Source: an optimization exercise on an open RTL-to-GDS flow (aim: small area). Production flows keep margins and buffers that such runs may drop.
At most, simulation tests tie the RTL to the original design; equivalence was not proved.
Only the layout flow was run in run 1; the RTL was not checked for function there.
Power and IR drop assume default switching activity.

### config.mk
export PLATFORM = sky130hd
export DESIGN_NAME = axi_timer_counter_top
export DESIGN_NICKNAME = axi_timer_counter_top
export VERILOG_FILES = /design/flow/design.v
export SDC_FILE = /design/flow/constraint.sdc
export NUM_CORES = 4
export LEC_CHECK = 0
export CAP_MARGIN = 20
export CORE_MARGIN = 2
export CORE_UTILIZATION = 60
export CTS_BUF_LIST = sky130_fd_sc_hd__clkbuf_8
export CTS_CLUSTER_DIAMETER = 60
export CTS_CLUSTER_SIZE = 18
export SLEW_MARGIN = 20
### constraint.sdc
create_clock -name core_clock -period 5.0 [get_ports {clk}]
set_input_delay 1.0000 -clock core_clock [delete_from_list [all_inputs] [get_ports {clk}]]
set_output_delay 1.0000 -clock core_clock [all_outputs]
set_load 0.01 [all_outputs]
### design.v
module axi_timer (
  input  logic [3:0]  i_cls,
  input  logic [2:0]  i_ctrl0,
  input  logic [3:0]  i_ctrl1,
  input  logic [31:0] i_load0,
  input  logic [31:0] i_cmp0,
  input  logic [31:0] i_cnt0,
  input  logic [31:0] i_load1,
  input  logic [31:0] i_cmp1,
  input  logic [31:0] i_cnt1,
  output logic [31:0] o_rdata
);
  logic err;
  logic [7:0] sel;
  assign err = i_cls[3];
  always_comb begin
    for (int k = 0; k < 8; k++) sel[k] = !err && (i_cls[2:0] == k[2:0]);
  end
  assign o_rdata = ({32{sel[0]}} & {29'd0, i_ctrl0})
                 | ({32{sel[1]}} & i_load0)
                 | ({32{sel[2]}} & i_cmp0)
                 | ({32{sel[3]}} & i_cnt0)
                 | ({32{sel[4]}} & {28'd0, i_ctrl1})
                 | ({32{sel[5]}} & i_load1)
                 | ({32{sel[6]}} & i_cmp1)
                 | ({32{sel[7]}} & i_cnt1)
                 | ({32{err}}    & 32'hdeaddead);
endmodule
module timer_counter (
  input  logic        clk,
  input  logic        i_en,
  input  logic        i_reload,
  input  logic        i_up,
  input  logic        i_step,
  input  logic [31:0] i_load,
  input  logic [31:0] i_cmp,
  output logic [31:0] o_value,
  output logic        o_match
);
  logic [31:0] cnt;
  logic [31:0] tgl;
  logic        eq;
  assign eq = (cnt == i_cmp);
  always_comb begin
    tgl[0] = i_step;
    for (int i = 1; i < 32; i++) tgl[i] = tgl[i-1] & (cnt[i-1] ~^ i_up);
  end
  always_ff @(posedge clk) begin
    if (!i_en || (eq && i_reload)) cnt <= i_load;
    else                           cnt <= cnt ^ tgl;
    o_match <= i_en & eq;
  end
  assign o_value = cnt;
endmodule
module axi_timer_counter_top #(
  parameter AXI_ADDR_BW_p = 12     
) (
  input logic  clk,
  input logic  rst_n,
  input logic [AXI_ADDR_BW_p-1:0] i_axi_awaddr,
  input logic  i_axi_awvalid,
  input logic [31:0] i_axi_wdata,
  input logic i_axi_wvalid,
  input logic i_axi_bready,
  input logic [AXI_ADDR_BW_p-1:0] i_axi_araddr,
  input logic i_axi_arvalid,
  input logic i_axi_rready,
  output logic o_axi_awready,
  output logic o_axi_wready,
  output logic [1:0] o_axi_bresp,
  output logic o_axi_bvalid,
  output logic o_axi_arready,
  output logic [31:0] o_axi_rdata,
  output logic [1:0] o_axi_rresp,
  output logic o_axi_rvalid,
  output logic o_cnt0_done,
  output logic o_cnt1_done
);
  logic s_rdy;                    
  logic aw_used, w_used, ar_used;
  logic bvalid, rvalid;
  logic bresp_err, rresp_err;
  always_ff @(posedge clk) s_rdy <= rst_n;
  logic       aw_hi;
  logic [2:0] aw_cls_in, aw_buf, aw_cls;
  logic [31:0] w_buf, gdata;
  assign aw_hi     = |i_axi_awaddr[AXI_ADDR_BW_p-1:5];
  assign aw_cls_in = {i_axi_awaddr[4], i_axi_awaddr[3] | aw_hi, i_axi_awaddr[2] | aw_hi};
  logic hs_aw, hs_w, vwa, vwd, go;
  assign o_axi_awready = s_rdy & !aw_used;
  assign o_axi_wready  = s_rdy & !w_used;
  assign hs_aw = i_axi_awvalid & o_axi_awready;
  assign hs_w  = i_axi_wvalid & o_axi_wready;
  assign vwa   = aw_used | hs_aw;
  assign vwd   = w_used | hs_w;
  assign go    = vwa & vwd & (!bvalid | i_axi_bready);
  logic wsel_buf, wsel_bus;
  assign wsel_buf = rst_n & w_used;
  assign wsel_bus = rst_n & !w_used;
  assign gdata  = ({32{wsel_buf}} & w_buf) | ({32{wsel_bus}} & i_axi_wdata);
  always_ff @(posedge clk) begin
    if (!aw_used) aw_buf <= aw_cls_in;
    w_buf <= gdata;
  end
  assign aw_cls = aw_used ? aw_buf : aw_cls_in;
  always_ff @(posedge clk) begin
    aw_used <= rst_n & vwa & !go;
    w_used  <= rst_n & vwd & !go;
    bvalid  <= rst_n & (go | (bvalid & !i_axi_bready));
    if (go) bresp_err <= aw_cls[1] & aw_cls[0];
  end
  assign o_axi_bvalid = bvalid;
  assign o_axi_bresp  = {bresp_err, 1'b0};
  logic [2:0]  ctrl0;             
  logic [3:0]  ctrl1;             
  logic [31:0] load0, cmp0, load1, cmp1;
  logic [7:0]  we;
  always_comb begin
    for (int k = 0; k < 8; k++) we[k] = !rst_n || (go && aw_cls == k[2:0]);
  end
  always_ff @(posedge clk) begin
    if (we[0]) ctrl0 <= gdata[2:0];
    if (we[1]) load0 <= gdata;
    if (we[2]) cmp0  <= gdata;
    if (we[4]) ctrl1 <= gdata[3:0];
    if (we[5]) load1 <= gdata;
    if (we[6]) cmp1  <= gdata;
  end
  logic [31:0] cnt0, cnt1;
  logic        m0, m1;
  timer_counter t0 (
    .clk      ( clk ),
    .i_en     ( ctrl0[0] ),
    .i_reload ( ctrl0[1] ),
    .i_up     ( ctrl0[2] ),
    .i_step   ( 1'b1 ),
    .i_load   ( load0 ),
    .i_cmp    ( cmp0 ),
    .o_value  ( cnt0 ),
    .o_match  ( m0 )
  );
  timer_counter t1 (
    .clk      ( clk ),
    .i_en     ( ctrl1[0] ),
    .i_reload ( ctrl1[1] ),
    .i_up     ( ctrl1[2] ),
    .i_step   ( !ctrl1[3] | m0 ),
    .i_load   ( load1 ),
    .i_cmp    ( cmp1 ),
    .o_value  ( cnt1 ),
    .o_match  ( m1 )
  );
  assign o_cnt0_done = m0 & ctrl0[0];
  assign o_cnt1_done = m1 & ctrl1[0];
  logic [3:0]  ar_cls_in, ar_buf, ar_cls;
  logic [31:0] rsel, rdata;
  logic        hs_ar, var_, cap;
  assign ar_cls_in = {|i_axi_araddr[AXI_ADDR_BW_p-1:5], i_axi_araddr[4:2]};
  assign o_axi_arready = s_rdy & !ar_used;
  assign hs_ar = i_axi_arvalid & o_axi_arready;
  assign var_  = ar_used | hs_ar;
  assign cap   = var_ & (!rvalid | i_axi_rready);
  always_ff @(posedge clk) begin
    if (!ar_used) ar_buf <= ar_cls_in;
  end
  assign ar_cls = ar_used ? ar_buf : ar_cls_in;
  axi_timer rmux (
    .i_cls   ( ar_cls ),
    .i_ctrl0 ( ctrl0 ),
    .i_ctrl1 ( ctrl1 ),
    .i_load0 ( load0 ),
    .i_cmp0  ( cmp0 ),
    .i_cnt0  ( cnt0 ),
    .i_load1 ( load1 ),
    .i_cmp1  ( cmp1 ),
    .i_cnt1  ( cnt1 ),
    .o_rdata ( rsel )
  );
  always_ff @(posedge clk) begin
    ar_used <= rst_n & var_ & !cap;
    rvalid  <= rst_n & (cap | (rvalid & !i_axi_rready));
    if (cap) begin
      rdata     <= rsel;
      rresp_err <= ar_cls[3];
    end
  end
  assign o_axi_rvalid = rvalid;
  assign o_axi_rdata  = rdata;
  assign o_axi_rresp  = {rresp_err, 1'b0};
endmodule
### run.sh
#!/bin/bash
# synth_recipe.tcl (not shown) runs the flow's synth.tcl, then flattens the netlist and writes it again
# the make line also repeats each setting of config.mk as NAME=value (left out here)
make -C /OpenROAD-flow-scripts/flow DESIGN_CONFIG=/design/flow/config.mk WORK_HOME=/design/flow/orfs CLKGATE_MAP_FILE= SYNTH_SCRIPT=/design/flow/synth_recipe.tcl finish
==> impl_metrics.tcl, run 1 <==
set metrics [dict create \
    synth_seq_area_share 0.570 \
    power_density_nw_per_um2 326 \
    synth_edf_count 169 \
    clkLatencyLatePin_ns 0.57 \
    nFillCells 1574 \
    cp.required_ns 5.47 \
    dominantRegCellSynth "edfxtp_1" \
    reg2reg_to "t1.cnt[31]$_DFF_P_" \
    post_drt_wl_per_cell_um 21.1 \
    leakage_uw 0.00507 \
    setup_violations 0 \
    fmax_ghz 0.283 \
    die_w_um 150 \
    final_layout_size_suffix_gt1_frac 0.0812 \
    post_dp_cell_area_um2 14000 \
    dieArea_um2 22500 \
    viasPerCell 5.95 \
    setup.worst_path.end_class "register" \
    postCtsSetupBuffers 0 \
    hold_viol 0 \
    grt_pass1_wl_mm 47.0 \
    core-area_um2 21000 \
    yosys-top-cells-area "edfxtp_1 40%, dfxtp_1 17%, xor2_1 6.6%, mux2i_1 5.1%, xnor2_1 3.4%" \
    finalPower_uw 4690 \
    fp.dieH_um 150 \
    finalSetupTns_ns 0 \
    num_rows 53 \
    cts_tree "yes" \
    hp-class "reg2reg" \
    async_flop_share 0 \
    min_path_cells 1 \
    cp.arrival_ns 4.00 \
    synth_cells 1119 \
    rr_startpoint "ctrl1[2]$_DFFE_PP_" \
    syn_avg_cell_area_um2 11.4 \
    status "finished clean" \
    ant_nets 0 \
    slew_viol_final 0 \
    start_kind "register" \
    synth.distinct_cells 53 \
    portBuffers 99 \
    finClkSkew_ns 0.0321 \
    fin_cells 1457 \
    nets 1230 \
    worstSetupPathType "reg2reg" \
    worstMarginPinSlew_ns 0.960 \
    finalInstanceArea_um2 14400 \
    grt_setup_unrepaired "false" \
    post-dp-hpwl_mm 20.2 \
    hold-worst-slack_ns 0.492 \
    min_period_ns 3.53 \
    reg2reg_depth 6 \
    max-slew-margin-rel 0.358 \
    cp_max_fo 19 \
    overflow 0 \
    antennaDiodeCount 0 \
    cts.sinks 280 \
    dr.pass1.iters 7 \
    syn-cell-area_um2 12800 \
    htree_levels 1 \
    vias 8668 \
    grt_pass1_vias 8489 \
    regArea_um2 7300 \
    drtIter0Drc 790 \
    grt_use_total 0.274 \
    drcViolationCount 0 \
    wirelength_mm 30.7 \
    holdBufCountCts 0 \
    numCtsBuffers 21 \
    synth_top_area_frac 0.396 \
    holdPathEnd "t1.cnt[31]$_DFF_P_" \
    min_period_over_period 0.706 \
    drv_cap 0 \
    cts.reportedPaths.clkPinSlew_ns 0.11 \
    cts-resized-gates 0 \
    gp_congestion 0.845 \
    syn_to_final_growth_pct 12.5 \
    max-vdd-ir-drop_mv 0.289 \
    min_from "load1[31]$_DFFE_PP_" \
    grt_antenna_before_repair 0 \
    multi_input_area_um2 5180 \
    yosys_warnings 3 \
    start_util 0.609 \
    ios 106 \
    root_buffer "clkbuf_8" \
    synth_top_area_cell "edfxtp_1" \
    grt_max_degree 59 \
    r2r_slack_ns 1.47 \
    synth_seq_cells 280 \
    dp_cells 1419 \
    cts_buffer_depth 3 \
]
## through the flow
stage                     setup slack, ns  utilization
after CTS                            1.44        0.686
final                                1.47        0.686
after detailed placement             1.16        0.665
after global routing                 1.35        0.686
after global placement               1.15        0.665
after floorplan                     0.410            -
## logic make-up (layout without fill, tap and decap cells)
kind of cell	count (synthesis)	count (layout)	share of synthesized area
AO/OA/AOI/OAI	183	183	0.0937
other	1	2	0.000293
AND/OR/NAND/NOR	300	300	0.118
flip-flops	280	280	0.570
multiplexers	103	103	0.0842
buffers and inverters	105	167	0.0336
XOR/XNOR	147	147	0.100
## how the worst max path moves through the flow
stage	start	end	slack (ns)
floorplan	i_axi_awaddr[7]	load0[0]$_DFFE_PP_	0.41
global placement	i_axi_araddr[2]	rdata[1]$_DFFE_PP_	1.15
detailed placement	i_axi_araddr[10]	rdata[20]$_DFFE_PP_	1.16
CTS	ctrl1[2]$_DFFE_PP_	t1.cnt[31]$_DFF_P_	1.44
global route	ctrl1[2]$_DFFE_PP_	t1.cnt[31]$_DFF_P_	1.35
finish	ctrl1[2]$_DFFE_PP_	t1.cnt[31]$_DFF_P_	1.47
## layout by cell type, fill, tap and decap left out, types with 37 or more instances in the layout
cell type | netlist | routed
a21oi_1 | 51 | 50
mux2i_1 | 65 | 64
o21ai_0 | 41 | 37
xnor2_1 | 50 | 50
nand2_1 | 84 | 84
nor2_1 | 54 | 52
xor2_1 | 97 | 97
clkdlybuf4s50_1 | 0 | 99
edfxtp_1 | 169 | 169
dfxtp_1 | 111 | 110
nor2b_1 | 41 | 41
## where the power goes
part | leakage [uW] | internal (uW) | total [uW] | switching (uW)
Sequential | 0.00255 | 2630 | 2830 | 195
Combinational | 0.00228 | 288 | 610 | 322
Clock | 0.000245 | 483 | 1250 | 771
Total | 0.00507 | 3400 | 4690 | 1290
## cell usage after synthesis, drive strengths merged, types with 2 or more instances
library cell  number
nor3              25
mux2              38
nor3b              3
a211oi             4
a221oi            31
clkbuf            75
inv               12
mux2i             65
a22oi             32
xor2              97
and3              12
or2                3
a222oi             2
nor2              54
a21oi             51
nand2b             3
a21boi             2
and2               4
or4               12
nand2             84
o22a               2
edfxtp           169
o21ai             41
xnor2             50
and4               4
nand4             10
dfxtp            111
nand3             15
or3                7
o31ai              4
buf               17
o22ai              5
nor4              23
nor2b             41
## area by class of cell
| cell class | count | area share |
|---|---|---|
| Timing Repair Buffer | 116 | 0.0776 |
| Clock inverter | 16 | 0.00851 |
| Multi-Input combinational cell | 735 | 0.359 |
| Inverter | 13 | 0.00339 |
| Sequential cell | 280 | 0.506 |
| Tap cell | 275 | 0.0239 |
| Clock buffer | 22 | 0.0210 |
## sequential cells by signal, indices dropped and copies added (netlist names), 3 cells and up
| name | cells |
|---|---|
| t1.cnt | 32 |
| w_buf | 32 |
| cmp0 | 32 |
| load0 | 32 |
| load1 | 32 |
| ar_buf | 4 |
| ctrl1 | 4 |
| ctrl0 | 3 |
| t0.cnt | 32 |
| rdata | 32 |
| aw_buf | 3 |
| cmp1 | 32 |
## routing by layer
metal / track usage / wire, um / vias to the layer above
met3: 0.0382 / 2180 / 51
met1: 0.386 / 13400 / 4155
met5: 0 / 0 / -
met4: 0.0840 / 817 / 0
met2: 0.444 / 14300 / 336
li1: - / - / 4126
## critical path, cell delays in order, from the launching register on
cell	delay, ns
edfxtp_1	0.68
or4_4	0.61
a21o_1	0.23
or4_1	0.89
nor4_1	0.58
xor2_1	0.12
mux2_1	0.30
==> run 2: changes to the inputs <==
--- a/design.v
+++ b/design.v
@@ -84,5 +84,5 @@
   logic       aw_hi;
   logic [2:0] aw_cls_in, aw_buf, aw_cls;
-  logic [31:0] w_buf, gdata;
+  logic [31:0] w_buf, wdata, gdata;
   assign aw_hi     = |i_axi_awaddr[AXI_ADDR_BW_p-1:5];
   assign aw_cls_in = {i_axi_awaddr[4], i_axi_awaddr[3] | aw_hi, i_axi_awaddr[2] | aw_hi};
@@ -95,13 +95,11 @@
   assign vwd   = w_used | hs_w;
   assign go    = vwa & vwd & (!bvalid | i_axi_bready);
-  logic wsel_buf, wsel_bus;
-  assign wsel_buf = rst_n & w_used;
-  assign wsel_bus = rst_n & !w_used;
-  assign gdata  = ({32{wsel_buf}} & w_buf) | ({32{wsel_bus}} & i_axi_wdata);
   always_ff @(posedge clk) begin
     if (!aw_used) aw_buf <= aw_cls_in;
-    w_buf <= gdata;
+    if (!w_used)  w_buf  <= i_axi_wdata;
   end
   assign aw_cls = aw_used ? aw_buf : aw_cls_in;
+  assign wdata  = w_used ? w_buf : i_axi_wdata;
+  assign gdata  = wdata & {32{rst_n}};
   always_ff @(posedge clk) begin
     aw_used <= rst_n & vwa & !go;
--- a/config.mk
+++ b/config.mk
@@ -8,7 +8,4 @@
 export CAP_MARGIN = 20
 export CORE_MARGIN = 2
-export CORE_UTILIZATION = 60
-export CTS_BUF_LIST = sky130_fd_sc_hd__clkbuf_8
-export CTS_CLUSTER_DIAMETER = 60
-export CTS_CLUSTER_SIZE = 18
+export CORE_UTILIZATION = 40
 export SLEW_MARGIN = 20
==> run 2 against run 1 <==
Net effect:
- synthesized cell count decreased by 0.63%
- clock skew decreased by 0.023 ns
- largest cell class unchanged
- sequential share of layout area decreased by 3.8 points
- final area increased by 8.1%
- routed wire length increased by 14%
- cell count increased by 13%
- highest routed layer unchanged
- count of clock-buffer cells in the layout increased by 22
- combinational power increased by 15%
- global-route usage decreased by 6.8 points
- non-clock buffer count increased by 10
- critical endpoint is now rdata[17]$_DFFE_PP_
==> impl_metrics.tcl, run 2 <==
set metrics [dict create \
    hp-class "reg2reg" \
    synth_top_area_cell "edfxtp_1" \
    cts_tree "yes" \
    grt_pass1_wl_mm 52.5 \
    die_w_um 185 \
    cts.sinks 280 \
    ys_top_cells_by_count "169 x edfxtp_1, 111 x dfxtp_1, 100 x xor2_1" \
    reg2reg_depth 7 \
    grt_pass1_vias 8457 \
    dominantRegCellSynth "edfxtp_1" \
    power.switching_uw 1480 \
    synth.distinct_cells 68 \
    comb_power_share 0.120 \
    async_flop_share 0 \
    hold_viol 0 \
    p_clk_frac 0.391 \
    ant_nets 0 \
    cp.arrival_ns 3.54 \
    numCtsBuffers 30 \
    dieArea_um2 34100 \
    drtIter0Drc 870 \
    clkLatencyLatePin_ns 0.56 \
    nets 1241 \
    crit_path_top_delay_cell "nor3b_2" \
    power.share.sequential 0.489 \
    final_layout_size_suffix_gt1_frac 0.146 \
    synth_cells 1112 \
    cts-resized-gates 0 \
    final_util 0.482 \
    core-area_um2 32400 \
    grt_antenna_before_repair 0 \
    slowest_delay_ns 0.72 \
    drv_cap 0 \
    power_density_nw_per_um2 377 \
    root_buffer "clkbuf_16" \
    setup.worst_path.end_class "register" \
    synth_seq_area_share 0.559 \
    portBuffers 99 \
    reg2reg_to "t1.cnt[29]$_DFF_P_" \
    finClkSkew_ns 0.00880 \
    start_kind "primary input" \
    switching_share 0.251 \
    holdBufCountCts 0 \
    fmax_ghz 0.310 \
    post_drt_wl_per_cell_um 21.2 \
    setup_violations 0 \
    postCtsSetupBuffers 0 \
    num_rows 66 \
    syn-cell-area_um2 13100 \
    holdPathEnd "w_buf[30]$_DFF_P_" \
    fp.dieH_um 185 \
    synth_edf_count 169 \
    grt_use_total 0.205 \
    leakage_uw 0.00554 \
    max-slew-margin-rel 0.383 \
    drcViolationCount 0 \
    crit_chain "clkdlybuf4s50_1 -> or3b_2 -> nand2_1 -> buf_4 -> nor3b_2 -> a22oi_1 -> o21ai_0" \
    htree_levels 1 \
    min_path_cells 1 \
    dr.pass1.iters 5 \
    cp.required_ns 5.31 \
    yosys-top-cells-area "edfxtp_1 39%, dfxtp_1 17%, xor2_1 6.7%, mux2_2 4.9%, xnor2_1 3.4%" \
    finalSetupTns_ns 0 \
    cp_max_fo 11 \
    grt_max_degree 60 \
    vias 8977 \
    status "finished clean" \
    wirelength_mm 34.8 \
    cts.reportedPaths.clkPinSlew_ns 0.06 \
    max-vdd-ir-drop_mv 0.204 \
    post_dp_cell_area_um2 14500 \
    grt_setup_unrepaired "false" \
    min_period_ns 3.23 \
    cts_buffer_depth 3 \
    syn_to_final_growth_pct 19.4 \
    min_period_over_period 0.645 \
    start_util 0.403 \
    r2r_slack_ns 1.90 \
    min_from "w_buf[30]$_DFF_P_" \
    synth_seq_cells 280 \
    ios 106 \
    overflow 0 \
    viasPerCell 5.45 \
    post-dp-hpwl_mm 24.5 \
    syn_avg_cell_area_um2 11.7 \
    rr_startpoint "ctrl1[2]$_DFFE_PP_" \
    worstSetupPathType "in2reg" \
    worstMarginPinSlew_ns 0.926 \
    yosys_warnings 3 \
    synth_top_area_frac 0.389 \
    yosysMostFrequentCell "edfxtp_1" \
    slew_viol_final 0 \
    gp_congestion 0.861 \
    final_cell_mix "169 x edfxtp_1, 111 x dfxtp_1, 100 x xor2_1" \
    finalInstanceArea_um2 15600 \
    p_int_uw 4410 \
    final_common_cell "edfxtp_1" \
]
## run 2: cell type report
cell class                 count  area (um^2)
tap                          442          553
inverter                      13         48.8
antenna                        2         5.00
clock inverter                12          161
sequential                   280         7300
multi-input combinational    727         5420
timing repair buffer         126         1210
clock buffer                  44          885
fill                        2961        16800
## run 2: stage by stage
stage | hold WS, ns | setup WS, ns | instances | power (uW)
detailed placement | 0.454 | 1.23 | 1587 | 3620
global placement | 0.451 | 1.26 | 1587 | 3590
CTS | 0.470 | 1.80 | 1643 | 5920
global route | 0.483 | 1.68 | 1644 | 6110
floorplan | 0.444 | 0.437 | 1113 | 3330
finish | 0.468 | 1.77 | 1646 | 5880
## run 2: worst max path at each step
stage	slack (ns)	depth (start not counted)	startpoint	endpoint
after global routing	1.68	7	ctrl1[2]$_DFFE_PP_	t1.cnt[29]$_DFF_P_
after detailed placement	1.23	7	i_axi_araddr[2]	rdata[17]$_DFFE_PP_
after CTS	1.80	7	i_axi_araddr[2]	rdata[17]$_DFFE_PP_
after floorplan	0.44	6	i_axi_awaddr[7]	load0[0]$_DFFE_PP_
after global placement	1.26	7	i_axi_araddr[2]	rdata[17]$_DFFE_PP_
final	1.77	7	i_axi_araddr[2]	rdata[17]$_DFFE_PP_
## run 2: critical path: cells and delay by family
kind | cells | cell delay [ns]
buffers and inverters | 2 | 0.83
AOI/OAI and AO/OA | 2 | 0.37
and+or+nand+nor | 3 | 1.32
## run 2: per-layer routing
metal	track usage	up-vias	share of wire
met5	0	-	0
met4	0.0441	0	0.017
met3	0.0304	47	0.076
met2	0.312	344	0.44
met1	0.310	4373	0.47
li1	-	4213	-
## run 2: power groups by stage
stage	clock (uW)	sequential, uW	combinational, uW
global placement	0	2910	685
CTS	2350	2870	702
detailed placement	0	2920	697
finish	2300	2870	704
global route	2440	2900	765
floorplan	0	2800	538
## run 2: logic make-up after synthesis
logic type / Yosys count / synth area share
buffers and inverters: 106 / 0.0347
muxes: 78 / 0.0674
AOI/OAI and AO/OA: 196 / 0.111
DFF: 280 / 0.559
and+or+nand+nor: 301 / 0.127
other: 1 / 0.000287
xor gates and xnor gates: 150 / 0.101
==> run 3: changes to the inputs <==
--- a/design.v
+++ b/design.v
@@ -1,4 +1,6 @@
 module axi_timer (
+  input  logic        i_cap,
   input  logic [3:0]  i_cls,
+  input  logic [31:0] i_hold,
   input  logic [2:0]  i_ctrl0,
   input  logic [3:0]  i_ctrl1,
@@ -13,7 +15,7 @@
   logic err;
   logic [7:0] sel;
-  assign err = i_cls[3];
+  assign err = i_cap & i_cls[3];
   always_comb begin
-    for (int k = 0; k < 8; k++) sel[k] = !err && (i_cls[2:0] == k[2:0]);
+    for (int k = 0; k < 8; k++) sel[k] = i_cap && !i_cls[3] && (i_cls[2:0] == k[2:0]);
   end
   assign o_rdata = ({32{sel[0]}} & {29'd0, i_ctrl0})
@@ -25,5 +27,6 @@
                  | ({32{sel[6]}} & i_cmp1)
                  | ({32{sel[7]}} & i_cnt1)
-                 | ({32{err}}    & 32'hdeaddead);
+                 | ({32{err}}    & 32'hdeaddead)
+                 | ({32{!i_cap}} & i_hold);
 endmodule
 module timer_counter (
@@ -84,5 +87,5 @@
   logic       aw_hi;
   logic [2:0] aw_cls_in, aw_buf, aw_cls;
-  logic [31:0] w_buf, wdata, gdata;
+  logic [31:0] w_buf, gdata;
   assign aw_hi     = |i_axi_awaddr[AXI_ADDR_BW_p-1:5];
   assign aw_cls_in = {i_axi_awaddr[4], i_axi_awaddr[3] | aw_hi, i_axi_awaddr[2] | aw_hi};
@@ -95,11 +98,13 @@
   assign vwd   = w_used | hs_w;
   assign go    = vwa & vwd & (!bvalid | i_axi_bready);
+  logic wsel_buf, wsel_bus;
+  assign wsel_buf = rst_n & w_used;
+  assign wsel_bus = rst_n & !w_used;
+  assign gdata  = ({32{wsel_buf}} & w_buf) | ({32{wsel_bus}} & i_axi_wdata);
   always_ff @(posedge clk) begin
     if (!aw_used) aw_buf <= aw_cls_in;
-    if (!w_used)  w_buf  <= i_axi_wdata;
+    w_buf <= gdata;
   end
   assign aw_cls = aw_used ? aw_buf : aw_cls_in;
-  assign wdata  = w_used ? w_buf : i_axi_wdata;
-  assign gdata  = wdata & {32{rst_n}};
   always_ff @(posedge clk) begin
     aw_used <= rst_n & vwa & !go;
@@ -164,5 +169,7 @@
   assign ar_cls = ar_used ? ar_buf : ar_cls_in;
   axi_timer rmux (
+    .i_cap   ( cap ),
     .i_cls   ( ar_cls ),
+    .i_hold  ( rdata ),
     .i_ctrl0 ( ctrl0 ),
     .i_ctrl1 ( ctrl1 ),
@@ -178,8 +185,6 @@
     ar_used <= rst_n & var_ & !cap;
     rvalid  <= rst_n & (cap | (rvalid & !i_axi_rready));
-    if (cap) begin
-      rdata     <= rsel;
-      rresp_err <= ar_cls[3];
-    end
+    rdata     <= rsel;
+    rresp_err <= (cap & ar_cls[3]) | (!cap & rresp_err);
   end
   assign o_axi_rvalid = rvalid;
--- a/config.mk
+++ b/config.mk
@@ -8,4 +8,7 @@
 export CAP_MARGIN = 20
 export CORE_MARGIN = 2
-export CORE_UTILIZATION = 40
+export CORE_UTILIZATION = 60
+export CTS_BUF_LIST = sky130_fd_sc_hd__clkbuf_16
+export CTS_CLUSTER_DIAMETER = 150
+export CTS_CLUSTER_SIZE = 30
 export SLEW_MARGIN = 20
==> run 3 against run 2 <==
Net effect:
- core utilization increased by 20 points
- first-iteration DRC count up 35%
- clock power decreased by 47%
- sequential cell count is the same
- area after synthesis fell by 1.3%
- global-route usage rose by 11 points
- die area down 34%
- sequential share of layout area is 1.4 points higher
- still clean on timing, DRC and antenna
- highest routed layer unchanged
- fmax shrank 2.7%
- sequential power about the same
==> impl_metrics.tcl, run 3 <==
set metrics [dict create \
    nFillCells 1662 \
    final_common_cell "dfxtp_1" \
    portBuffers 99 \
    ys_top_cells_by_count "143 x dfxtp_1, 137 x edfxtp_1, 119 x xor2_1" \
    rr_startpoint "ctrl0[2]$_DFFE_PP_" \
    syn_to_final_growth_pct 12.3 \
    final_cell_mix "142 x dfxtp_1, 137 x edfxtp_1, 119 x xor2_1" \
    syn_avg_cell_area_um2 11.6 \
    start_util 0.611 \
    min_period_ns 3.32 \
    ios 106 \
    yosys-top-cells-area "edfxtp_1 32%, dfxtp_1 22%, xor2_1 8.1%, mux2_2 5.4%, mux2i_1 3.4%" \
    grt_max_degree 44 \
    cts.reportedPaths.clkPinSlew_ns 0.12 \
    slowest_delay_ns 0.61 \
    reg2reg_depth 7 \
    crit_path_top_delay_cell "or4_1" \
    grt_use_total 0.313 \
    yosysMostFrequentCell "dfxtp_1" \
    worstMarginPinSlew_ns 1.15 \
    overflow 0 \
    yosys_warnings 3 \
    switching_share 0.280 \
    crit_chain "buf_4 -> or4_1 -> mux2i_1 -> nand2_1 -> nor4_1 -> xor2_1 -> mux2_2" \
    die_w_um 151 \
    leakage_uw 0.00532 \
    nets 1224 \
    cts-resized-gates 0 \
    grt_setup_unrepaired "false" \
    reg2reg_to "t0.cnt[27]$_DFF_P_" \
    drv_cap 0 \
    async_flop_share 0 \
    viasPerCell 6.42 \
    post_drt_wl_per_cell_um 24.3 \
    grt_antenna_before_repair 0 \
    comb_power_share 0.159 \
    min_period_over_period 0.664 \
    final_layout_size_suffix_gt1_frac 0.109 \
    cts.sinks 280 \
    grt_pass1_wl_mm 52.5 \
    antennaDiodeCount 0 \
    max-vdd-ir-drop_mv 0.202 \
    power.switching_uw 1350 \
    core-area_um2 21100 \
    finalSetupTns_ns 0 \
    status "finished clean" \
    synth_top_area_cell "edfxtp_1" \
    cp-endpoint "t0.cnt[27]$_DFF_P_" \
    ant_nets 0 \
    cts_buffer_depth 3 \
    power_density_nw_per_um2 334 \
    setup_violations 0 \
    postCtsSetupBuffers 0 \
    p_clk_frac 0.253 \
    fp.dieH_um 151 \
    finClkSkew_ns 0.0313 \
    cp.arrival_ns 3.72 \
    worstSetupPathType "reg2reg" \
    vias 9260 \
    p_int_uw 3480 \
    fin_ws_ns 1.68 \
    r2r_slack_ns 1.68 \
    gp_congestion 0.925 \
    synth.distinct_cells 65 \
    fmax_ghz 0.301 \
    min_from "load1[8]$_DFFE_PP_" \
    synthSimpleGateAreaFrac 0.117 \
    htree_levels 1 \
    synth_compound_area_frac 0.117 \
    synth_xor_area_frac 0.0999 \
    synth_seq_area_share 0.541 \
    max-slew-margin-rel 0.230 \
    grt_pass1_vias 8495 \
    dominantRegCellSynth "dfxtp_1" \
    holdBufCountCts 0 \
    slew_viol_final 0 \
    cts_tree "yes" \
    synthAdderAreaFrac 0 \
    hp-class "reg2reg" \
    cp.required_ns 5.40 \
    cp_max_fo 41 \
    pre_cts_ws_ns 1.33 \
    clkLatencyLatePin_ns 0.51 \
    setup.worst_path.end_class "register" \
    synth_top_family_by_area "compound AO/OA/AOI/OAI gates" \
    synth_top_area_frac 0.319 \
    numCtsBuffers 13 \
    synth_edf_count 137 \
    dieArea_um2 22700 \
    yosys-mux-area-fraction 0.0918 \
    syn-cell-area_um2 12900 \
    finalPower_uw 4840 \
    synth_seq_cells 280 \
    synth_cells 1114 \
    hold_viol 0 \
    start_kind "register" \
    num_rows 53 \
    wirelength_mm 35.1 \
    dr.pass1.iters 6 \
    power.share.sequential 0.589 \
    drtIter0Drc 1171 \
    post-dp-hpwl_mm 24.9 \
    drcViolationCount 0 \
    crit_start "ctrl0[2]$_DFFE_PP_" \
    root_buffer "clkbuf_16" \
]
run 3: how the worst min path moves through the flow:
stage                   endpoint  slack [ns]  depth (start not counted)
2_1_floorplan   rdata[3]$_DFF_P_        0.45                          1
3_3_place_gp   rdata[24]$_DFF_P_        0.47                          2
3_5_place_dp    rdata[1]$_DFF_P_        0.48                          1
4_1_cts        t1.cnt[8]$_DFF_P_        0.48                          1
5_1_grt        t1.cnt[8]$_DFF_P_        0.51                          1
6_report       t1.cnt[8]$_DFF_P_        0.49                          1
run 3: stage by stage:
stage	instance area, um^2	utilization	hold WS [ns]	std cells
3_5_place_dp	14100	0.668	0.476	1421
2_1_floorplan	12900	-	0.450	1115
3_3_place_gp	14100	0.668	0.473	1421
5_1_grt	14500	0.686	0.506	1443
6_report	14500	0.686	0.485	1443
4_1_cts	14500	0.686	0.482	1443
run 3: worst max-delay path, delay by kind of cell (launching register included):
kind	cells	cell delay, ns
DFF	1	0.37
xor gates and xnor gates	1	0.13
muxes	2	0.69
and+or+nand+nor	3	1.72
buffers and inverters	1	0.28
run 3: area by class of cell:
type	count	area, um^2	share of cell area
repair buffers	122	1180	0.0813
inverters	12	45.0	0.00311
multi-input cells	732	5550	0.384
flip-flops and latches	280	6980	0.482
clock buffers	13	325	0.0225
clock inverters	9	55.1	0.00380
well taps	275	344	0.0238
run 3: cells by family after synthesis:
family / after synthesis
mux: 109
xor+xnor: 147
flops: 280
compound gates: 194
buf+inv: 103
other cells: 1
simple gates: 280
run 3: layer usage:
layer / track usage / share of wire / vias to the layer above
met5: 0 / 0 / -
li1: - / - / 4194
met1: 0.490 / 0.44 / 4471
met4: 0.0935 / 0.030 / 0
met3: 0.0588 / 0.11 / 57
met2: 0.438 / 0.42 / 538
run 3: power groups by stage:
stage / clock (uW) / combinational [uW] / sequential [uW]
6_report: 1220 / 767 / 2850
5_1_grt: 1310 / 827 / 2870
4_1_cts: 1240 / 762 / 2840
3_5_place_dp: 0 / 756 / 2890
3_3_place_gp: 0 / 743 / 2880
2_1_floorplan: 0 / 556 / 2770
==> run 4: changes to the inputs <==
==> flow/run.sh (new file) <==
#!/bin/bash
# Layout flow: the standard synthesis, then the combinational logic between
# the registers re-mapped for area by ABC (registers, their names and cell types
# untouched), then the standard ORFS flow from the synthesised netlist on.
set -euo pipefail
W=$(pwd)
P=${FLOW_PLATFORM:-sky130hd}
R=$W/orfs/results/$P/axi_timer_counter_top/base
LIB=$FLOW_HOME/platforms/$P/lib/sky130_fd_sc_hd__tt_025C_1v80.lib

# 1. standard synthesis
bash standard.sh synth > $W/log_1_synth.log 2>&1
cp $R/1_2_yosys.v $W/std_synth.v

# 2. re-map the logic between the registers
SEQ=$(python3 - "$LIB" <<'PY'
import re, sys
t = open(sys.argv[1]).read()
out = []
for c in re.split(r'\n\s*cell\s*\(', t)[1:]:
    name = re.match(r'"?(\w+)"?\)', c).group(1)
    if re.search(r'\n\s*(ff|latch|ff_bank|statetable)\s*\(', c):
        out.append(name)
print(' '.join(out))
PY
)
DONTUSE=$(for c in $(make -s -C $FLOW_HOME DESIGN_CONFIG=$W/config.mk WORK_HOME=$W/orfs print-DONT_USE_CELLS 2>/dev/null | sed 's/^DONT_USE_CELLS: *//'); do printf -- '-dont_use %s ' "$c"; done)
B='&get -n\n&st\n&dch\n&nf -R 1000\n&put\n'
printf "&get -n\n&st\n&deepsyn -T 60\n&put\n$B$B$B$B" > $W/remap.abc
cat > $W/remap.ys <<YS
read_liberty -ignore_miss_func -ignore_miss_dir $LIB
blackbox $SEQ
read_verilog $W/std_synth.v
hierarchy -top $FLOW_TOP
flatten
opt_clean -purge
abc -liberty $LIB -script $W/remap.abc -D 5000 $DONTUSE
opt_clean -purge
hilomap -singleton -hicell sky130_fd_sc_hd__conb_1 HI -locell sky130_fd_sc_hd__conb_1 LO
insbuf -buf sky130_fd_sc_hd__buf_4 A X
splitnets
opt_clean -purge
stat -liberty $LIB
write_verilog -noattr -noexpr -nohex -nodec $W/remapped.v
YS
yosys -s $W/remap.ys > $W/log_2_remap.log 2>&1
cp $W/remapped.v $R/1_2_yosys.v
rm -f $R/1_synth.odb

# 3. the rest of the standard flow: port buffers of the smallest size, no
#    dummy loads in the clock tree
bash standard.sh finish \
  "BUFFER_PORTS_ARGS=-buffer_cell sky130_fd_sc_hd__buf_1" \
  "CTS_ARGS=-sink_clustering_enable -repair_clock_nets -sink_clustering_size 30 -sink_clustering_max_diameter 60 -buf_list sky130_fd_sc_hd__clkbuf_16 -dont_use_dummy_load" \
  > $W/log_3_layout.log 2>&1
==> standard.sh (new file) <==
#!/bin/bash
# synth_recipe.tcl (not shown) runs the flow's synth.tcl, then flattens the netlist and writes it again
# the make line also repeats each setting of config.mk as NAME=value (left out here)
make -C /OpenROAD-flow-scripts/flow DESIGN_CONFIG=/design/flow/config.mk WORK_HOME=/design/flow/orfs CLKGATE_MAP_FILE= SYNTH_SCRIPT=/design/flow/synth_recipe.tcl "${@:-finish}"
--- a/config.mk
+++ b/config.mk
@@ -9,6 +9,3 @@
 export CORE_MARGIN = 2
 export CORE_UTILIZATION = 60
-export CTS_BUF_LIST = sky130_fd_sc_hd__clkbuf_16
-export CTS_CLUSTER_DIAMETER = 150
-export CTS_CLUSTER_SIZE = 30
 export SLEW_MARGIN = 20
removed: run.sh
==> run 4 against run 3 <==
Net effect:
- still clean
- non-clock buffer count increased by 9
- sequential cell count unchanged
- hold slack worse by 0.0028 ns
- global-route usage up 3.5 points
- register-to-register slack worse by 1.2 ns
- cell count down 0.21%
- setup slack worse by 1.2 ns
- combinational power down 19%
- final area shrank 9.1%
- clock power rose by 21%
- critical path type unchanged
==> impl_metrics.tcl, run 4 <==
set metrics [dict create \
    status "finished clean" \
    min_from "rdata[22]$_DFF_P_" \
    ios 106 \
    grt_use_met3 0.0470 \
    final_cell_mix "143 x dfxtp_1, 137 x edfxtp_1, 99 x buf_1" \
    min_period_ns 4.54 \
    antennaDiodeCount 0 \
    viasPerCell 6.53 \
    cp_max_fo 5 \
    portBuffers 99 \
    holdPathEnd "rdata[22]$_DFF_P_" \
    use_met2 0.558 \
    worstMarginPinSlew_ns 1.07 \
    cts.sinks 280 \
    gp_congestion 1.08 \
    grt_antenna_before_repair 0 \
    holdBufCountCts 0 \
    wirelength_mm 36.2 \
    max-slew-margin-rel 0.286 \
    cp.required_ns 5.37 \
    die_w_um 144 \
    cp_num_buf_inv 1 \
    dieArea_um2 20800 \
    htree_levels 1 \
    min_period_over_period 0.908 \
    power_density_nw_per_um2 376 \
    drv_cap 0 \
    syn_avg_cell_area_um2 11.2 \
    synth_cells 1058 \
    hp-class "reg2reg" \
    rr_startpoint "ctrl0[2]$_DFFE_PP_" \
    post-dp-hpwl_mm 25.0 \
    ant_nets 0 \
    fmax_ghz 0.220 \
    start_util 0.609 \
    leakage_uw 0.00452 \
    num_rows 51 \
    cts.reportedPaths.clkPinSlew_ns 0.09 \
    reg2reg_depth 18 \
    start_kind "register" \
    max-vdd-ir-drop_mv 0.371 \
    pre_cts_ws_ns 0.267 \
    final_layout_size_suffix_gt1_frac 0.0604 \
    vias 9396 \
    fin_ws_ns 0.462 \
    regArea_um2 6980 \
    use_met1 0.499 \
    critPathTopFamily "compound AO/OA/AOI/OAI gates" \
    syn-cell-area_um2 11800 \
    crit_path_top_delay_cell "or3_1" \
    hold_viol 0 \
    crit_top_cell "o21ai_0" \
    min_path_cells 1 \
    cts_tree "yes" \
    drtIter0Drc 1300 \
    nFillCells 1527 \
    final_common_cell "dfxtp_1" \
    hold-worst-slack_ns 0.482 \
    setup_violations 0 \
    root_buffer "clkbuf_16" \
    yosys_warnings 3 \
    syn_to_final_growth_pct 11.2 \
    grt_pass1_wl_mm 53.1 \
    drcViolationCount 0 \
    fin_cells 1440 \
    numCtsBuffers 21 \
    finClkSkew_ns 0.0320 \
    nets 1240 \
    cts_buffer_depth 3 \
    grt_use_total 0.348 \
    fp.dieH_um 144 \
    grt_busiest_layer "met2" \
    clkLatencyLatePin_ns 0.52 \
    final_util 0.678 \
    overflow 0 \
    dp_cells 1418 \
    r2r_slack_ns 0.46 \
    slew_viol_final 0 \
    cp.arrival_ns 4.90 \
    post_drt_wl_per_cell_um 25.2 \
    multi_input_area_um2 4420 \
    dr.pass1.iters 8 \
    setup.worst_path.end_class "register" \
    core-area_um2 19400 \
    grt_max_degree 39 \
    worstSetupPathType "reg2reg" \
    crit_chain "or3_1 -> or3_1 -> or3_1 -> o21ai_0 -> o21ai_0 -> a21oi_1 -> nor3b_1 -> buf_4 -> o211ai_1 -> a21oi_2 -> o21ai_0 -> a21oi_1 -> o211ai_1 -> a21oi_2 -> o21ai_0 -> nor2_1 -> xnor2_1 -> a21oi_1" \
    grt_pass1_vias 8854 \
    reg2reg_to "t0.cnt[31]$_DFF_P_" \
    slowest_delay_ns 0.43 \
]
[run 4: repair_timing]
action	4_1_cts	5_1_grt
buffers inserted	0	1
endpoints found under the setup margin	0	6
hold endpoints to repair	0	0
gates resized for setup	0	6
[run 4: power breakdown]
group | switching [uW] | internal, uW | total, uW | leakage, uW
Combinational | 379 | 241 | 621 | 0.00168
Clock | 742 | 742 | 1480 | 0.000259
Sequential | 222 | 2620 | 2840 | 0.00259
Total | 1340 | 3600 | 4940 | 0.00452
[run 4: how the worst max path moves through the flow]
stage,start,to,slack (ns),cells after the start
2_1_floorplan,ctrl0[2]$_DFFE_PP_,t0.cnt[31]$_DFF_P_,0.05,17
3_3_place_gp,ctrl0[2]$_DFFE_PP_,t0.cnt[31]$_DFF_P_,0.33,18
3_5_place_dp,t1.cnt[0]$_DFF_P_,t1.cnt[31]$_DFF_P_,0.27,21
4_1_cts,t1.cnt[0]$_DFF_P_,t1.cnt[31]$_DFF_P_,0.22,21
5_1_grt,ctrl0[2]$_DFFE_PP_,t0.cnt[31]$_DFF_P_,-0.002,18
6_report,ctrl0[2]$_DFFE_PP_,t0.cnt[31]$_DFF_P_,0.46,18
[run 4: layout make-up]
class,instances,area share
clock buffer,21,0.0400
inverter,73,0.0208
multi-input combinational,670,0.336
sequential,280,0.530
tap,265,0.0252
timing repair buffer,131,0.0475
[run 4: layer usage]
metal | wire [um] | part of all wire
met1 | 15100 | 0.42
met2 | 16800 | 0.46
met3 | 3430 | 0.095
met4 | 943 | 0.026
met5 | 0 | 0
[run 4: worst register-to-register path, delay by kind of cell, from the launching register on]
family                    cells  cell delay (ns)
xor gates and xnor gates      1             0.13
DFF                           1             0.39
AOI/OAI and AO/OA            11             2.14
and+or+nand+nor               5             1.55
buffers and inverters         1             0.21
[run 4: stage by stage]
| stage | cell area (um^2) | total power [uW] | setup TNS (ns) |
|---|---|---|---|
| after floorplan | 11800 | 3240 | 0 |
| after global placement | 12600 | 3470 | 0 |
| after detailed placement | 12600 | 3480 | 0 |
| after CTS | 13100 | 4930 | 0 |
| after global routing | 13200 | 5100 | -0.00177 |
| final | 13200 | 4940 | 0 |
==> run 5: changes to the inputs <==
--- a/flow/run.sh
+++ b/flow/run.sh
@@ -52,4 +52,5 @@
 bash standard.sh finish \
   "BUFFER_PORTS_ARGS=-buffer_cell sky130_fd_sc_hd__buf_1" \
-  "CTS_ARGS=-sink_clustering_enable -repair_clock_nets -sink_clustering_size 30 -sink_clustering_max_diameter 60 -buf_list sky130_fd_sc_hd__clkbuf_16 -dont_use_dummy_load" \
+  RECOVER_POWER=100 \
+  "CTS_ARGS=-sink_clustering_enable -repair_clock_nets -sink_clustering_size 30 -sink_clustering_max_diameter 150 -buf_list sky130_fd_sc_hd__clkbuf_16 -root_buf sky130_fd_sc_hd__clkbuf_8 -tree_buf sky130_fd_sc_hd__clkbuf_8 -dont_use_dummy_load" \
   > $W/log_3_layout.log 2>&1
==> run 5 against run 4 <==
Net effect:
- now fails the layout checks on max-capacitance violations, max-slew violations
- global-route usage down 0.39 points
- via count down 1.0%
- total power down 8.2%
- area after synthesis unchanged
- non-clock buffer count unchanged
- cell count down 0.56%
- final area down 2.7%
- hold slack better by 0.0094 ns
- first-iteration DRC count up 3.4%
- critical endpoint is now rdata[11]$_DFF_P_
- largest power group unchanged
==> impl_metrics.tcl, run 5 <==
set metrics [dict create \
    status "failed layout checks" \
    failed_checks "max-capacitance violations, max-slew violations" \
    viasPerCell 6.49 \
    post_dp_cell_area_um2 12600 \
    synth_cells 1058 \
    cp_max_fo 31 \
    reg2reg_to "t1.cnt[18]$_DFF_P_" \
    cts.sinks 280 \
    hold_viol 0 \
    cts.reportedPaths.clkPinSlew_ns 0.12 \
    dr.pass1.iters 9 \
    root_buffer "clkbuf_8" \
    grt_setup_unrepaired "false" \
    hp-class "reg2reg" \
    leakage_uw 0.00435 \
    grt_max_degree 39 \
    numCtsBuffers 13 \
    antennaDiodeCount 0 \
    cp-endpoint "rdata[11]$_DFF_P_" \
    fmax_ghz 0.213 \
    syn_to_final_growth_pct 8.24 \
    r2r_slack_ns 0.40 \
    setup_violations 0 \
    post-dp-hpwl_mm 25.0 \
    vias 9298 \
    grt_pass1_vias 8687 \
    syn_avg_cell_area_um2 11.2 \
    portBuffers 99 \
    syn-cell-area_um2 11800 \
    start_util 0.609 \
    core-area_um2 19400 \
    grt_use_total 0.344 \
    holdBufCountCts 0 \
    ios 106 \
    slew_viol_final 205 \
    wirelength_mm 35.7 \
    worstSetupPathType "in2reg" \
    drcViolationCount 0 \
    grt_pass1_wl_mm 52.6 \
    drtIter0Drc 1344 \
    dieArea_um2 20800 \
    nets 1232 \
    finalSetupTns_ns 0 \
    cp.required_ns 5.40 \
    cts_tree "yes" \
    min_period_over_period 0.937 \
    yosys_warnings 3 \
    finClkSkew_ns 0.0545 \
    post_drt_wl_per_cell_um 24.9 \
    power_density_nw_per_um2 355 \
    clkLatencyLatePin_ns 0.54 \
    rr_startpoint "t1.cnt[8]$_DFF_P_" \
    finalInstanceArea_um2 12800 \
    drv_cap 9 \
    max-vdd-ir-drop_mv 0.285 \
    setup.worst_path.end_class "register" \
    max-slew-margin-rel -1.03 \
    num_rows 51 \
    reg2reg_depth 10 \
    grt_antenna_before_repair 0 \
    dp_cells 1418 \
    start_kind "primary input" \
    final_cell_mix "143 x dfxtp_1, 137 x edfxtp_1, 99 x nor2_1" \
    cp.arrival_ns 5.09 \
    final_common_cell "dfxtp_1" \
    overflow 0 \
    die_w_um 144 \
    htree_levels 1 \
    ant_nets 0 \
    gp_congestion 1.08 \
    worstMarginPinSlew_ns 3.04 \
    cts_buffer_depth 3 \
    min_period_ns 4.69 \
    fp.dieH_um 144 \
    finalPower_uw 4540 \
    final_layout_size_suffix_gt1_frac 0.0420 \
    crit_start "i_axi_rready" \
    fin_cells 1432 \
]
[run 5: worst min-delay path by stage]
stage                           start                 to  cells past startpoint
detailed placement  rdata[22]$_DFF_P_  rdata[22]$_DFF_P_                      1
finish              rdata[22]$_DFF_P_  rdata[22]$_DFF_P_                      1
floorplan           rdata[22]$_DFF_P_  rdata[22]$_DFF_P_                      1
CTS                 rdata[22]$_DFF_P_  rdata[22]$_DFF_P_                      1
global placement    rdata[22]$_DFF_P_  rdata[22]$_DFF_P_                      1
global route        rdata[22]$_DFF_P_  rdata[22]$_DFF_P_                      1
[run 5: what timing repair did]
item | 4_1_cts | 5_1_grt
gates resized for setup | 0 | 7
buffers inserted | 0 | 1
setup endpoints to repair | 0 | 6
[run 5: cell type report]
cell class | instances | area, um^2
Multi-Input combinational cell | 670 | 4350
Sequential cell | 280 | 6980
Clock buffer | 13 | 292
Fill cell | 1576 | 6600
Inverter | 73 | 274
Tap cell | 265 | 332
Timing Repair Buffer | 131 | 574
[run 5: worst max-delay path, stage by stage]
cell and delay, ns:
buf_1 0.06, nand2b_1 0.16, nand2_1 0.12, clkbuf_1 1.57, clkinv_1 0.71, and2_0 0.55
clkbuf_2 0.43, a221oi_1 0.33, nand3_1 0.13
[run 5: metal layers]
layer / wire [um] / vias to the layer above / part of all wire / global-route usage
li1: - / 4201 / - / -
met1: 14800 / 4466 / 0.42 / 0.505
met2: 16300 / 559 / 0.46 / 0.548
met3: 3590 / 72 / 0.10 / 0.0421
met4: 972 / 0 / 0.027 / 0.0869
met5: 0 / - / 0 / 0
[run 5: where the power goes]
| group | internal (uW) | leakage, uW | switching (uW) |
|---|---|---|---|
| Sequential | 2620 | 0.00259 | 220 |
| Clock | 418 | 0.000145 | 675 |
| Combinational | 236 | 0.00162 | 375 |
| Total | 3270 | 0.00435 | 1270 |
[run 5: per-stage QoR]
| step | utilization | setup WS [ns] | hold slack (ns) |
|---|---|---|---|
| 5_1_grt | 0.660 | 0.0282 | 0.518 |
| 3_3_place_gp | 0.650 | 0.331 | 0.468 |
| 4_1_cts | 0.665 | 0.216 | 0.494 |
| 2_1_floorplan | - | 0.0527 | 0.443 |
| 6_report | 0.660 | 0.313 | 0.492 |
| 3_5_place_dp | 0.650 | 0.267 | 0.467 |
==> run 6: changes to the inputs <==
--- a/flow/run.sh
+++ b/flow/run.sh
@@ -52,5 +52,4 @@
 bash standard.sh finish \
   "BUFFER_PORTS_ARGS=-buffer_cell sky130_fd_sc_hd__buf_1" \
-  RECOVER_POWER=100 \
   "CTS_ARGS=-sink_clustering_enable -repair_clock_nets -sink_clustering_size 30 -sink_clustering_max_diameter 150 -buf_list sky130_fd_sc_hd__clkbuf_16 -root_buf sky130_fd_sc_hd__clkbuf_8 -tree_buf sky130_fd_sc_hd__clkbuf_8 -dont_use_dummy_load" \
   > $W/log_3_layout.log 2>&1
==> run 6 against run 5 <==
Net effect:
- now clean on timing, DRC and antenna
- critical path depth grew 9
- clock power about the same
- count of clock-buffer cells in the layout stayed put
- via count increased by 0.33%
- cell count unchanged
- setup slack better by 0.19 ns
- die area unchanged
- combinational power increased by 1%
- sequential cell count stayed put
- synthesized cell count stayed put
- area after synthesis stayed put
- largest power group unchanged
==> impl_metrics.tcl, run 6 <==
set metrics [dict create \
    drv_cap 0 \
    antennaDiodeCount 0 \
    grt_use_total 0.344 \
    slew_viol_final 0 \
    cts_buffer_depth 3 \
    grt_antenna_before_repair 0 \
    portBuffers 99 \
    max-slew-margin-rel 0.268 \
    grt_max_degree 39 \
    comb_power_share 0.136 \
    finalSetupTns_ns 0 \
    vias 9329 \
    worstSetupPathType "reg2reg" \
    syn_to_final_growth_pct 9.26 \
    hp-class "reg2reg" \
    worstMarginPinSlew_ns 1.10 \
    synth_cells 1058 \
    min_period_over_period 0.900 \
    core-area_um2 19400 \
    syn_avg_cell_area_um2 11.2 \
    fmax_ghz 0.222 \
    final_common_cell "dfxtp_1" \
    die_w_um 144 \
    clkLatencyLatePin_ns 0.55 \
    crit_path_top_delay_cell "or3_1" \
    root_buffer "clkbuf_8" \
    grt_pass1_vias 8687 \
    dieArea_um2 20800 \
    min_period_ns 4.50 \
    final_layout_size_suffix_gt1_frac 0.0540 \
    finClkSkew_ns 0.0577 \
    slowest_delay_ns 0.42 \
    status "finished clean" \
    power_density_nw_per_um2 352 \
    cp.required_ns 5.39 \
    syn-cell-area_um2 11800 \
    leakage_uw 0.00441 \
    setup.worst_path.end_class "register" \
    overflow 0 \
    nets 1232 \
    crit_chain "or3_1 -> or3_1 -> or3_1 -> o21ai_1 -> o21ai_0 -> a21oi_1 -> nor3b_1 -> buf_4 -> o211ai_1 -> a21oi_2 -> o21ai_0 -> a21oi_1 -> o211ai_1 -> a21oi_2 -> o21ai_0 -> nor2_1 -> xnor2_1 -> a21oi_1" \
    fp.dieH_um 144 \
    gp_congestion 1.08 \
    post_drt_wl_per_cell_um 25.0 \
    hold_viol 0 \
    dr.pass1.iters 8 \
    viasPerCell 6.51 \
    power.switching_uw 1270 \
    start_kind "register" \
    cp.arrival_ns 4.89 \
    cts.sinks 280 \
    start_util 0.609 \
    switching_share 0.280 \
    setup_violations 0 \
    cts.reportedPaths.clkPinSlew_ns 0.12 \
    grt_setup_unrepaired "false" \
    drcViolationCount 0 \
    yosys_warnings 3 \
    max-vdd-ir-drop_mv 0.283 \
    cp_max_fo 5 \
    grt_pass1_wl_mm 52.6 \
    htree_levels 1 \
    p_clk_frac 0.240 \
    nFillCells 1555 \
    numCtsBuffers 13 \
    post-dp-hpwl_mm 25.0 \
    drtIter0Drc 1305 \
    power.share.sequential 0.623 \
    wirelength_mm 35.8 \
    p_int_uw 3280 \
    ant_nets 0 \
    cts_tree "yes" \
    hold-worst-slack_ns 0.488 \
    num_rows 51 \
    ios 106 \
    final_cell_mix "143 x dfxtp_1, 137 x edfxtp_1, 99 x buf_1" \
]
run 6: cell count changes in the layout (fill, tap and decap cells not counted), moves of 3 or more:
cell	delta
buf_4	+10
clkbuf_1	-9
clkbuf_2	-3
o21ai_4	+4
run 6: timing repair:
action,4_1_cts,5_1_grt
endpoints found under the hold margin,0,0
hold buffers,0,0
endpoints found under the setup margin,0,6
gates resized for setup,0,7
setup buffers,0,1
run 6: area by class of cell:
type / count / area [um^2] / share of cell area
inverter: 73 / 274 / 0.0212
clock buffer: 13 / 292 / 0.0226
timing repair buffer: 131 / 624 / 0.0483
tap: 265 / 332 / 0.0257
multi-input combinational: 670 / 4420 / 0.342
sequential: 280 / 6980 / 0.540
run 6: final timing paths:
check	startpoint	endpoint	slack, ns	cells past startpoint
setup / recovery	ctrl0[2]$_DFFE_PP_	t0.cnt[31]$_DFF_P_	0.50	18
hold / removal	rdata[22]$_DFF_P_	rdata[22]$_DFF_P_	0.49	1
setup reg to reg	ctrl0[2]$_DFFE_PP_	t0.cnt[31]$_DFF_P_	0.50	18
hold reg to reg	rdata[22]$_DFF_P_	rdata[22]$_DFF_P_	0.49	1
run 6: metal layers:
layer	vias up	wire, um	track usage
li1	4211	-	-
met1	4458	14800	0.505
met2	602	16400	0.548
met3	58	3720	0.0421
met4	0	861	0.0869
met5	-	0	0
run 6: metrics by stage:
stage	cell area, um^2	setup WS (ns)	utilization	total power [uW]	instances
2_1_floorplan	11800	0.0527	-	3240	1059
3_3_place_gp	12600	0.331	0.650	3470	1418
3_5_place_dp	12600	0.267	0.650	3480	1418
4_1_cts	12900	0.216	0.665	4530	1431
5_1_grt	12900	0.0606	0.666	4690	1432
6_report	12900	0.502	0.666	4550	1432
run 6: worst max-delay path, delay by kind of cell (launching register included):
family | cells | cell delay, ns
flops | 1 | 0.40
xor+xnor | 1 | 0.13
simple gates | 5 | 1.54
compound gates | 11 | 2.07
buf+inv | 1 | 0.21
run 6: power groups by stage:
| stage | Combinational, uW | Clock [uW] | Sequential, uW |
|---|---|---|---|
| global route | 671 | 1160 | 2860 |
| detailed placement | 602 | 0 | 2880 |
| global placement | 593 | 0 | 2880 |
| finish | 620 | 1090 | 2840 |
| floorplan | 431 | 0 | 2810 |
| CTS | 606 | 1090 | 2830 |
==> run 7: changes to the inputs <==
--- a/flow/run.sh
+++ b/flow/run.sh
@@ -26,7 +26,13 @@
 )
 DONTUSE=$(for c in $(make -s -C $FLOW_HOME DESIGN_CONFIG=$W/config.mk WORK_HOME=$W/orfs print-DONT_USE_CELLS 2>/dev/null | sed 's/^DONT_USE_CELLS: *//'); do printf -- '-dont_use %s ' "$c"; done)
-B='&get -n\n&st\n&dch\n&nf -R 1000\n&put\n'
-printf "&get -n\n&st\n&deepsyn -T 60\n&put\n$B$B$B$B" > $W/remap.abc
-cat > $W/remap.ys <<YS
+# Candidate ABC scripts; each is checked against the standard netlist and the
+# smallest equivalent result is kept (the standard netlist if none is).
+N0='&get -n\n&st\n&dch\n&nf -R 1000\n&put\n'
+N1='&get -n\n&st\n&dch\n&nf -R 1000 -F 8 -C 32 -p\n&put\n'
+printf "$N0$N0$N0$N0" > $W/remap_a.abc
+printf "&get -n\n&st\n&deepsyn -J 50\n&put\n$N1$N1$N1$N1" > $W/remap_b.abc
+printf "&get -n\n&st\n&deepsyn -I 4 -J 50\n&put\n$N1$N1$N1$N1" > $W/remap_c.abc
+for k in a b c; do
+cat > $W/remap_$k.ys <<YS
 read_liberty -ignore_miss_func -ignore_miss_dir $LIB
 blackbox $SEQ
@@ -35,5 +41,5 @@
 flatten
 opt_clean -purge
-abc -liberty $LIB -script $W/remap.abc -D 5000 $DONTUSE
+abc -liberty $LIB -script $W/remap_$k.abc -D 5000 $DONTUSE
 opt_clean -purge
 hilomap -singleton -hicell sky130_fd_sc_hd__conb_1 HI -locell sky130_fd_sc_hd__conb_1 LO
@@ -41,8 +47,43 @@
 splitnets
 opt_clean -purge
-stat -liberty $LIB
-write_verilog -noattr -noexpr -nohex -nodec $W/remapped.v
+tee -o $W/remap_$k.stat stat -liberty $LIB
+write_verilog -noattr -noexpr -nohex -nodec $W/remapped_$k.v
 YS
-yosys -s $W/remap.ys > $W/log_2_remap.log 2>&1
+cat > $W/equiv_$k.ys <<YS
+read_liberty -ignore_miss_func -ignore_miss_dir $LIB
+read_verilog $W/equiv_gold.v
+read_verilog $W/equiv_gate_$k.v
+setattr -mod -unset top gold
+rename -hide gold/w:_* gate/w:_* gold/c:_* gate/c:_*
+flatten gold gate
+opt_clean
+async2sync
+equiv_make gold gate equiv
+hierarchy -top equiv
+equiv_simple -seq 2
+equiv_induct
+equiv_status -assert
+YS
+done
+sed "s/^module $FLOW_TOP(/module gold(/" $W/std_synth.v > $W/equiv_gold.v
+for k in a b c; do
+  ( yosys -s $W/remap_$k.ys > $W/log_2_remap_$k.log 2>&1 \
+    && sed "s/^module $FLOW_TOP(/module gate(/" $W/remapped_$k.v > $W/equiv_gate_$k.v \
+    && yosys -s $W/equiv_$k.ys > $W/log_2_equiv_$k.log 2>&1 \
+    && echo ok > $W/remap_$k.ok ) || true &
+done
+wait
+cp $W/std_synth.v $W/remapped.v
+best=""
+bestarea=1e18
+for k in a b c; do
+  [[ -f $W/remap_$k.ok ]] || continue
+  a=$(sed -n "s/.*Chip area for module .*: \([0-9.]*\).*/\1/p" $W/remap_$k.stat | tail -1)
+  if python3 -c "import sys; sys.exit(0 if float('$a') < float('$bestarea') else 1)"; then
+    best=$k; bestarea=$a
+  fi
+done
+echo "remap: chose '${best:-none}' area $bestarea" > $W/log_2_remap_choice.log
+[[ -n "$best" ]] && cp $W/remapped_$best.v $W/remapped.v
 cp $W/remapped.v $R/1_2_yosys.v
 rm -f $R/1_synth.odb
@@ -52,4 +93,5 @@
 bash standard.sh finish \
   "BUFFER_PORTS_ARGS=-buffer_cell sky130_fd_sc_hd__buf_1" \
+  "PRE_GLOBAL_ROUTE_TCL=$W/flow/grt_hook.tcl" \
   "CTS_ARGS=-sink_clustering_enable -repair_clock_nets -sink_clustering_size 30 -sink_clustering_max_diameter 150 -buf_list sky130_fd_sc_hd__clkbuf_16 -root_buf sky130_fd_sc_hd__clkbuf_8 -tree_buf sky130_fd_sc_hd__clkbuf_8 -dont_use_dummy_load" \
   > $W/log_3_layout.log 2>&1
==> flow/grt_hook.tcl (new file) <==
# Area recovery after the global-route repairs: downsize gates off the critical
# paths, then repair any slew or capacitance violation that this causes. The
# caller re-routes the nets these steps change.
proc recover_power_helper { } {
  log_cmd repair_timing -recover_power 100 -verbose
  log_cmd estimate_parasitics -global_routing
  repair_design_helper
  log_cmd detailed_placement
}
==> run 7 against run 6 <==
Net effect:
- area after synthesis is 0.24% lower
- sequential share of layout area up 0.058 points
- die area down 0.24%
- register-to-register slack lost 0.16 ns
- highest routed layer unchanged
- still clean on timing, DRC and antenna
==> impl_metrics.tcl, run 7 <==
set metrics [dict create \
    status "finished clean" \
    nFillCells 1595 \
    num_rows 51 \
    leakage_uw 0.00441 \
    post-dp-hpwl_mm 23.1 \
    hold_viol 0 \
    reg2reg_to "t1.cnt[31]$_DFF_P_" \
    drcViolationCount 0 \
    start_kind "register" \
    crit_path_top_delay_cell "or3_1" \
    dr.pass1.iters 7 \
    finalSetupTns_ns 0 \
    finalInstanceArea_um2 12900 \
    min_period_over_period 0.933 \
    gp_congestion 0.970 \
    reg2reg_depth 19 \
    overflow 0 \
    min_path_cells 2 \
    cp.arrival_ns 5.07 \
    slew_viol_final 0 \
    ant_nets 0 \
    drtIter0Drc 1216 \
    finClkSkew_ns 0.0586 \
    cts_tree "yes" \
    grt_use_total 0.334 \
    drv_cap 0 \
    grt_pass1_wl_mm 51.3 \
    grt_setup_unrepaired "false" \
    start_util 0.608 \
    cts.reportedPaths.clkPinSlew_ns 0.12 \
    viasPerCell 6.51 \
    fmax_ghz 0.214 \
    final_common_cell "dfxtp_1" \
    postCtsSetupBuffers 0 \
    crit_top_cell "a21oi_1" \
    synth_cells 1045 \
    crit_start "t1.cnt[0]$_DFF_P_" \
    worstSetupPathType "reg2reg" \
    htree_levels 1 \
    setup_violations 0 \
    r2r_slack_ns 0.34 \
    root_buffer "clkbuf_8" \
    worstMarginPinSlew_ns 1.03 \
    cts.sinks 280 \
    die_w_um 144 \
    syn_to_final_growth_pct 9.41 \
    wirelength_mm 34.9 \
    syn_avg_cell_area_um2 11.3 \
    cts_buffer_depth 3 \
    power_density_nw_per_um2 350 \
    cp.required_ns 5.41 \
    grt_antenna_before_repair 0 \
    portBuffers 99 \
    yosys_warnings 3 \
    max-slew-margin-rel 0.316 \
    hp-class "reg2reg" \
    core-area_um2 19400 \
    crit_chain "or3_1 -> a21o_1 -> a21oi_1 -> o21ai_0 -> a21oi_1 -> a21boi_0 -> o211ai_1 -> a21oi_1 -> buf_4 -> o21ai_0 -> a21oi_1 -> a21boi_0 -> buf_4 -> o211ai_1 -> a21o_1 -> a21o_1 -> a21oi_1 -> xnor2_1 -> o21ai_0" \
    final_layout_size_suffix_gt1_frac 0.0528 \
    rr_startpoint "t1.cnt[0]$_DFF_P_" \
    max-vdd-ir-drop_mv 0.256 \
    post_drt_wl_per_cell_um 24.6 \
    nets 1221 \
    cp_max_fo 5 \
    regArea_um2 6980 \
    cp-endpoint "t1.cnt[31]$_DFF_P_" \
    antennaDiodeCount 0 \
    min_period_ns 4.66 \
    vias 9250 \
    syn-cell-area_um2 11800 \
    clkLatencyLatePin_ns 0.55 \
    multi_input_area_um2 4390 \
    setup.worst_path.end_class "register" \
    fp.dieH_um 144 \
    dieArea_um2 20800 \
    slowest_delay_ns 0.43 \
    numCtsBuffers 13 \
    final_cell_mix "143 x dfxtp_1, 137 x edfxtp_1, 98 x buf_1" \
    post_dp_cell_area_um2 12600 \
    grt_max_degree 64 \
    grt_pass1_vias 8500 \
    ios 106 \
]
## run 7: per-stage QoR
| stage | hold slack, ns | utilization | setup WS (ns) | std cells | power (uW) |
|---|---|---|---|---|---|
| 3_3_place_gp | 0.457 | 0.648 | 0.556 | 1404 | 3450 |
| 2_1_floorplan | 0.442 | - | 0.188 | 1046 | 3220 |
| 5_1_grt | 0.523 | 0.665 | 0.0914 | 1421 | 4680 |
| 6_report | 0.482 | 0.665 | 0.337 | 1421 | 4520 |
| 3_5_place_dp | 0.464 | 0.648 | 0.392 | 1404 | 3460 |
| 4_1_cts | 0.490 | 0.663 | 0.362 | 1417 | 4510 |
## run 7: where the power goes
group	internal, uW	total (uW)	switching, uW
Clock	417	1090	670
Combinational	240	614	374
Sequential	2620	2820	207
Total	3270	4520	1250
## run 7: critical path, delay by kind of cell, from the launching register on
family | cells | cell delay [ns]
xor+xnor | 1 | 0.12
simple gates | 1 | 0.43
flops | 1 | 0.38
buf+inv | 2 | 0.32
compound gates | 15 | 3.27
## run 7: worst min path at each step
stage	startpoint	endpoint	slack (ns)
global route	load1[24]$_DFFE_PP_	t1.cnt[24]$_DFF_P_	0.52
CTS	load1[13]$_DFFE_PP_	t1.cnt[13]$_DFF_P_	0.49
global placement	load1[17]$_DFFE_PP_	t1.cnt[17]$_DFF_P_	0.46
detailed placement	load1[23]$_DFFE_PP_	t1.cnt[23]$_DFF_P_	0.46
floorplan	load1[18]$_DFFE_PP_	t1.cnt[18]$_DFF_P_	0.44
finish	load1[13]$_DFFE_PP_	t1.cnt[13]$_DFF_P_	0.48
## run 7: per-layer routing
| layer | vias to the layer above | routed length (um) | track usage |
|---|---|---|---|
| met1 | 4500 | 14300 | 0.463 |
| met2 | 489 | 16200 | 0.541 |
| met4 | 0 | 1100 | 0.115 |
| li1 | 4179 | - | - |
| met5 | - | 0 | 0 |
| met3 | 82 | 3340 | 0.0517 |
## run 7: what timing repair did
| item | CTS | global route |
|---|---|---|
| gates resized for setup | 0 | 3 |
| setup endpoints to repair | 0 | 4 |
| hold buffers | 0 | 0 |
## run 7: cell type report
cell class                      instances  area share
Multi-Input combinational cell        660       0.340
Inverter                               70      0.0204
Timing Repair Buffer                  133      0.0507
Sequential cell                       280       0.541
Clock buffer                           13      0.0226
Tap cell                              265      0.0257

## port drivers added, routing unchanged
The flow's constraints put no driver on any port. The routed layouts listed below were extracted and timed again, unchanged, in two steps.
Step 1, drivers: a clkbuf_16 drives clk and a buf_2 each remaining input, both assumed.
Step 2 also shifts input and output timing later by t, the mid clock arrival at the registers, as if the neighbouring blocks saw the same clock.
a / b / c = no drivers / after step 1 / after step 2; a / b = the first two.
run | t, ns | setup WS [ns] | hold slack, ns | worst setup path at the end
run 1 | 0.597 | 1.472 / 1.472 / 1.099 | 0.492 / 0.492 / 0.492 | input to register
run 2 | 0.605 | 1.773 / 1.799 / 1.194 | 0.468 / 0.468 / 0.468 | input to register
run 3 | 0.541 | 1.682 / 1.682 / 1.311 | 0.485 / 0.485 / 0.485 | input to register
run 4 | 0.554 | 0.462 / 0.462 / 0.462 | 0.482 / 0.482 / 0.482 | register to register
run 5 | 0.557 | 0.313 / 0.336 / -0.221 | 0.492 / 0.492 / 0.492 | input to register
run 6 | 0.564 | 0.502 / 0.502 / 0.502 | 0.488 / 0.488 / 0.488 | register to register
run 7 | 0.562 | 0.337 / 0.337 / 0.337 | 0.482 / 0.482 / 0.482 | register to register
The setup slack of run 2, which loses most, moves by +0.026 ns with the drivers and by -0.579 ns with both steps.
